Context: an optimization exercise on an open-source flow, tuned for small area, a short achievable clock period and few clock cycles. The choices shown serve that exercise and are no tape-out recipe.
At most, simulation tests tie the RTL to the original design; equivalence was not proved.

Design filtering, start of the top module:
module filtering(
    output reg [7:0] out,
    output reg out_valid,
    output reg [15:0] addr_edge,
    output reg finished,
    output reg [15:0] addr_im,
    input  [7:0] dout_im,
    input start,
    input rst,
    input clk
    );
   localparam M = 8;
   reg [7:0] px [1:2*M];
   integer i;
   wire [7:0] pa = px[2*M];
   wire [7:0] pb = px[M];
   wire [7:0] pc = dout_im;
   wire [7:0] npc = ~pc;
   reg [8:0] lr, rr, er;      
   reg [8:0] lr1, rr1;        
   reg [9:0] xs, ys;          
   wire [8:0] nrr1 = ~rr1;
   wire [8:0] nrr  = ~rr;
   always @(posedge clk) begin
      px[1] <= dout_im;
      for (i = 2; i <= 2*M; i = i + 1) px[i] <= px[i-1];
      lr  <= pa + pb;
      rr  <= pb + pc;
      er  <= pa + npc;
      lr1 <= lr;
      rr1 <= rr;
      xs  <= lr1 + er;
      ys  <= er + nrr1;
   end
   wire [11:0] u_hi = xs + nrr + 12'd1182;    
   wire [11:0] u_lo = xs + nrr + 12'd1381;    
   wire [11:0] v_hi = ys + lr + 12'd1182;
   wire [11:0] v_lo = ys + lr + 12'd1381;
   wire edge_hit = u_hi[11] || !u_lo[11] || v_hi[11] || !v_lo[11];
   reg       pend;           
   reg       run;
   reg [2:0] j;
   reg [2:0] xh;
   wire [4:0] xl = addr_im[4:0];
   reg       j7;             
  ...
==> module filtering, before the edit <==
module filtering(
    output reg [7:0] out,
    output reg out_valid,
    output reg [15:0] addr_edge,
    output reg finished,
    output reg [15:0] addr_im,
    input  [7:0] dout_im,
    input start,
    input rst,
    input clk
    );
   localparam M = 8;
   reg [7:0] px [1:2*M];
   integer i;
   wire [7:0] pa = px[2*M];
   wire [7:0] pb = px[M];
   wire [7:0] pc = dout_im;
   wire [7:0] npc = ~pc;
   reg [8:0] lr, rr, er;      
   reg [8:0] lr1, rr1;        
   reg [9:0] xs, ys;          
   wire [8:0] nrr1 = ~rr1;
   wire [8:0] nrr  = ~rr;
   always @(posedge clk) begin
      px[1] <= dout_im;
      for (i = 2; i <= 2*M; i = i + 1) px[i] <= px[i-1];
      lr  <= pa + pb;
      rr  <= pb + pc;
      er  <= pa + npc;
      lr1 <= lr;
      rr1 <= rr;
      xs  <= lr1 + er;
      ys  <= er + nrr1;
   end
   wire [11:0] u_hi = xs + nrr + 12'd1182;    
   wire [11:0] u_lo = xs + nrr + 12'd1381;    
   wire [11:0] v_hi = ys + lr + 12'd1182;
   wire [11:0] v_lo = ys + lr + 12'd1381;
   wire edge_hit = u_hi[11] || !u_lo[11] || v_hi[11] || !v_lo[11];
   reg       pend;           
   reg       run;
   reg [2:0] j;
   reg [2:0] xh;
   wire [4:0] xl = addr_im[4:0];
   reg       j7;             
   reg       xe;             
   reg       s0;             
   reg       fv, fl;         
   wire x_ge2 = xh != 0 || xl >= 2;
   wire x_ge3 = xh != 0 || xl >= 3;
   wire x_0   = xh == 0 && xl == 0;
   wire x_2   = xh == 0 && xl == 2;
   reg       fj1, fj2, fs;   
   wire [8:0] ae_222 = {1'b0, addr_edge[7:0]} + 9'd222;
   wire [8:0] ae_35  = {1'b0, addr_edge[7:0]} + 9'd35;
   wire [8:0] ae_205 = {1'b0, addr_edge[7:0]} + 9'd205;
   wire [8:0] ae_lo  = fv ? ae_222 : (fj1 ? (fs ? ae_35 : ae_205) : {1'b0, addr_edge[7:0]});
   wire [7:0] ae_hi_inc = addr_edge[15:8] + 8'd1;
   wire [7:0] ae_hi_jmp = addr_edge[15:8] + (fs ? 8'd255 : 8'd250);
   always @(posedge clk) begin
      if (rst) begin
         pend <= 0;
         run <= 0;
         fv <= 0;
         fl <= 0;
         out_valid <= 0;
         finished <= 0;
      end else begin
         pend <= start && !run && !pend;
         if (start && !run && !pend) finished <= 0;
         if (pend) run <= 1;
         fv <= run && ((j >= 3 && x_ge2) || (j == 0 && (x_ge3 || (x_0 && !s0))));
         fl <= run && j == 0 && addr_im == 16'd49728;
         out_valid <= fv;
         if (fl) begin
            finished <= 1;
            run <= 0;
         end
      end
   end
   always @(posedge clk) begin
      if (pend) begin
         addr_im <= 0;
         j <= 0;
         j7 <= 0;
         xh <= 0;
         xe <= 0;
         s0 <= 1;
         addr_edge <= 16'hFFFF;
      end else begin
         if (run) begin
            j <= j + 1;
            j7 <= j == 6;
            xe <= xh == 6 && xl == 31;
            if (j7) begin
               if (xe)
                  addr_im <= addr_im - 16'd447;
               else
                  addr_im <= addr_im - 16'd1567;
            end else
               addr_im <= addr_im + 16'd224;
            if (j7) begin
               if (xe) begin
                  xh <= 0;
                  s0 <= 0;
               end else if (xl == 31)
                  xh <= xh + 1;
            end
         end
         addr_edge[7:0] <= ae_lo[7:0];
         if (fj2)
            addr_edge[15:8] <= ae_hi_jmp;
         else if (ae_lo[8])
            addr_edge[15:8] <= ae_hi_inc;
      end
      fj1 <= run && j == 1 && x_ge2;
      fj2 <= run && j == 2 && x_ge2;
      fs <= x_2;
      out <= edge_hit ? 8'd0 : 8'd255;
   end
endmodule
make LEC_CHECK=0 CAP_MARGIN=20 CORE_MARGIN=2 CORE_UTILIZATION=40 CTS_CLUSTER_DIAMETER=60 CTS_CLUSTER_SIZE=40 SETUP_SLACK_MARGIN=2.3 SLEW_MARGIN=20 finish   # period 4.5 ns
run.sh (not shown) runs the stock make flow with config.mk's settings and CLKGATE_MAP_FILE= SYNTH_SCRIPT=/design/flow/synth_recipe.tcl, a recipe that flattens the netlist after the stock synthesis.
Testbench counts at the start, summed over its fixed seeds: cycles 795,696.
Next try:
--- a/flow/design.v
+++ b/flow/design.v
@@ -51,12 +51,13 @@
    wire x_ge3 = xh != 0 || xl >= 3;
    wire x_0   = xh == 0 && xl == 0;
    wire x_2   = xh == 0 && xl == 2;
    reg       fj1, fj2, fs;   
-   wire [8:0] ae_222 = {1'b0, addr_edge[7:0]} + 9'd222;
-   wire [8:0] ae_35  = {1'b0, addr_edge[7:0]} + 9'd35;
-   wire [8:0] ae_205 = {1'b0, addr_edge[7:0]} + 9'd205;
-   wire [8:0] ae_lo  = fv ? ae_222 : (fj1 ? (fs ? ae_35 : ae_205) : {1'b0, addr_edge[7:0]});
+   wire [7:0] klo = fv ? 8'd222 : (fj1 ? (fs ? 8'd35 : 8'd205) : 8'd0);
+   wire [4:0] ae_n0  = {1'b0, addr_edge[3:0]} + {1'b0, klo[3:0]};
+   wire [4:0] ae_n1a = {1'b0, addr_edge[7:4]} + {1'b0, klo[7:4]};
+   wire [4:0] ae_n1b = {1'b0, addr_edge[7:4]} + {1'b0, klo[7:4]} + 5'd1;
+   wire [8:0] ae_lo  = {ae_n0[4] ? ae_n1b : ae_n1a, ae_n0[3:0]};
    wire [7:0] ae_hi_inc = addr_edge[15:8] + 8'd1;
    wire [7:0] ae_hi_jmp = addr_edge[15:8] + (fs ? 8'd255 : 8'd250);
    always @(posedge clk) begin
       if (rst) begin
What happened:
- cell area fell by 3.9%
- non-clock buffer count came out lower by 15
- wire length came out lower by 4.7%
- final cell count shrinks by 3.9%
- first-iteration DRC count fell by 28%
- sequential cell count stays the same
- sequential share of layout area climbs by 1.7 points
No functional check of the RTL was part of the second run of this note.

run 4:
Another version of the RTL of filtering (not shown whole).
Size: about 900 cells after synthesis, about 260 flip-flops.
==> module filtering, before the edit <==
module filtering(
    output reg [7:0] out,
    output reg out_valid,
    output reg [15:0] addr_edge,
    output reg finished,
    output reg [15:0] addr_im,
    input  [7:0] dout_im,
    input start,
    input rst,
    input clk
    );
   localparam M = 8;
   reg [7:0] px [0:2*M];
   integer i;
   wire [7:0] pa = px[2*M];
   wire [7:0] pb = px[M];
   wire [7:0] pc = px[0];
   wire [7:0] npc = ~pc;
   reg [8:0] lr, rr, er;      
   reg [8:0] lr1, rr1;        
   reg [9:0] xs, ys;          
   wire [8:0] nrr1 = ~rr1;
   wire [8:0] nrr  = ~rr;
   always @(posedge clk) begin
      px[0] <= dout_im;
      for (i = 1; i <= 2*M; i = i + 1) px[i] <= px[i-1];
      lr  <= pa + pb;
      rr  <= pb + pc;
      er  <= pa + npc;
      lr1 <= lr;
      rr1 <= rr;
      xs  <= lr1 + er;
      ys  <= er + nrr1;
   end
   wire [10:0] us = xs + nrr;   
   wire [10:0] vs = ys + lr;    
   wire edge_hit = (us >= 11'd866) || (us <= 11'd666) || (vs >= 11'd866) || (vs <= 11'd666);
   reg       pend;           
   reg       run;
   reg [2:0] j;
   reg [7:0] x;
   reg       j7;             
   reg       xe;             
   reg       s0;             
   reg       fv, fl;         
   reg       fj1, fj2, fs;   
   wire [7:0] klo = fv ? 8'd222 : (fj1 ? (fs ? 8'd35 : 8'd205) : 8'd0);
   wire [8:0] ae_lo = {1'b0, addr_edge[7:0]} + {1'b0, klo};
   wire [7:0] ae_hi_inc = addr_edge[15:8] + 8'd1;
   wire [7:0] ae_hi_jmp = addr_edge[15:8] + (fs ? 8'd255 : 8'd250);
   always @(posedge clk) begin
      if (rst) begin
         pend <= 0;
         run <= 0;
         fv <= 0;
         fl <= 0;
         out_valid <= 0;
         finished <= 0;
      end else begin
         pend <= start && !run && !pend;
         if (start && !run && !pend) finished <= 0;
         if (pend) run <= 1;
         fv <= run && ((j >= 4 && x >= 2) || (j <= 1 && (x >= 3 || (x == 0 && !s0))));
         fl <= run && j == 1 && addr_im == 16'd49952;
         out_valid <= fv;
         if (fl) begin
            finished <= 1;
            run <= 0;
         end
      end
   end
   always @(posedge clk) begin
      if (pend) begin
         addr_im <= 0;
         j <= 0;
         j7 <= 0;
         x <= 0;
         xe <= 0;
         s0 <= 1;
         addr_edge <= 16'hFFFF;
      end else begin
         if (run) begin
            j <= j + 1;
            j7 <= j == 6;
            xe <= x == 223;
            if (j7) begin
               x <= x + 1;
               if (xe) begin
                  x <= 0;
                  s0 <= 0;
                  addr_im <= addr_im - 16'd447;
               end else
                  addr_im <= addr_im - 16'd1567;
            end else
               addr_im <= addr_im + 16'd224;
         end
         addr_edge[7:0] <= ae_lo[7:0];
         if (fj2)
            addr_edge[15:8] <= ae_hi_jmp;
         else if (ae_lo[8])
            addr_edge[15:8] <= ae_hi_inc;
      end
      fj1 <= run && j == 2 && x >= 2;
      fj2 <= run && j == 3 && x >= 2;
      fs <= x == 2;
      out <= edge_hit ? 8'd0 : 8'd255;
   end
endmodule
==> flow/config.mk <==
export PLATFORM = sky130hd
export DESIGN_NAME = filtering
export DESIGN_NICKNAME = filtering
export VERILOG_FILES = /design/flow/design.v
export SDC_FILE = /design/flow/constraint.sdc
export NUM_CORES = 4
export LEC_CHECK = 0
export CAP_MARGIN = 20
export CORE_MARGIN = 2
export CORE_UTILIZATION = 40
export SETUP_SLACK_MARGIN = 2.3
export SLEW_MARGIN = 20
==> flow/constraint.sdc <==
create_clock -name core_clock -period 4.5 [get_ports {clk}]
set_input_delay 0.9000 -clock core_clock [delete_from_list [all_inputs] [get_ports {clk}]]
set_output_delay 0.9000 -clock core_clock [all_outputs]
set_load 0.01 [all_outputs]
### run 4 -> run 2
--- a/flow/design.v
+++ b/flow/design.v
@@ -20,6 +20,7 @@
    reg [8:0] lr, rr, er;      
    reg [8:0] lr1, rr1;        
    reg [9:0] xs, ys;          
+   reg [10:0] us, vs;         
    wire [8:0] nrr1 = ~rr1;
    wire [8:0] nrr  = ~rr;
    always @(posedge clk) begin
@@ -32,9 +33,9 @@
       rr1 <= rr;
       xs  <= lr1 + er;
       ys  <= er + nrr1;
+      us  <= xs + nrr;
+      vs  <= ys + lr;
    end
-   wire [10:0] us = xs + nrr;   
-   wire [10:0] vs = ys + lr;    
    wire edge_hit = (us >= 11'd866) || (us <= 11'd666) || (vs >= 11'd866) || (vs <= 11'd666);
    reg       pend;           
    reg       run;
@@ -61,8 +62,8 @@
          pend <= start && !run && !pend;
          if (start && !run && !pend) finished <= 0;
          if (pend) run <= 1;
-         fv <= run && ((j >= 4 && x >= 2) || (j <= 1 && (x >= 3 || (x == 0 && !s0))));
-         fl <= run && j == 1 && addr_im == 16'd49952;
+         fv <= run && ((j >= 5 && x >= 2) || (j <= 2 && (x >= 3 || (x == 0 && !s0))));
+         fl <= run && addr_im == 16'd50176;
          out_valid <= fv;
          if (fl) begin
             finished <= 1;
@@ -101,8 +102,8 @@
          else if (ae_lo[8])
             addr_edge[15:8] <= ae_hi_inc;
       end
-      fj1 <= run && j == 2 && x >= 2;
-      fj2 <= run && j == 3 && x >= 2;
+      fj1 <= run && j == 3 && x >= 2;
+      fj2 <= run && j == 4 && x >= 2;
       fs <= x == 2;
       out <= edge_hit ? 8'd0 : 8'd255;
    end
--- outcome ---
- On run 2: fraction of the cycle the final worst path needs is 3.8 points lower than what run 4 gave.
- Going from run 4 to run 2, compound-cell area share of the yosys netlist now larger, starting utilization of the core area comparable, post-detailed-routing wire length now larger.
- met3 track demand over resource of run 4 is on par with run 2.
- In the reports for run 4 and run 2, the smaller routed wire length on met3 belongs to run 4.
- Met1 demand-to-capacity share in global routing: run 2 > run 4
- Vias: run 2 above run 4
- Compared with run 4, in run 2 worst setup slack moved up, die span in y moved up, share of synthesized area occupied by flip-flops and latches moved up.
- Going from run 4 to run 2, worst slack after detailed placement rose 70 ps; final design instance area without fill shows an increase of 5.2%.
- Cell with the biggest individual delay on the critical path: or4b_1 -> run 4, dfxtp_2 -> run 2
No functional check of the RTL was part of any run of this note.

[re-timing with driven ports]
Ports are ideal in the flow. The routed layouts listed here were re-timed in OpenROAD. Step 1 assumes that a clkbuf_16 drives the clock port and a buf_2 every other input. Step 2 adds t to the input delays and takes it off the output delays; t is the mean of the earliest and latest rising clock arrival at the registers after step 1. Input paths then give back, and output paths get back, about the clock's delay inside the block. Slacks: ideal / step 1 / step 2; pairs: ideal / step 1.
run | t, ns | setup slack, ns | latest minus earliest clock arrival (ns) | worst slew at a driven data input, ns | pins driven straight from the clock port
the first run of note 1 | 0.539 | 2.161 / 2.161 / 1.805 | 0.038 / 0.038 | 0.07 | 1
the second run of note 1 | 0.537 | 2.077 / 2.077 / 1.833 | 0.032 / 0.032 | 0.07 | 1
run 4 | 0.556 | 2.133 / 2.133 / 2.133 | 0.016 / 0.016 | 0.03 | 1
run 2 | 0.577 | 2.306 / 2.306 / 2.306 | 0.012 / 0.011 | 0.03 | 1
After both steps every run listed still meets setup and hold. For the first run of note 1, which loses most, drivers alone change the setup slack by 0.000 ns; drivers and shift together by -0.356 ns.
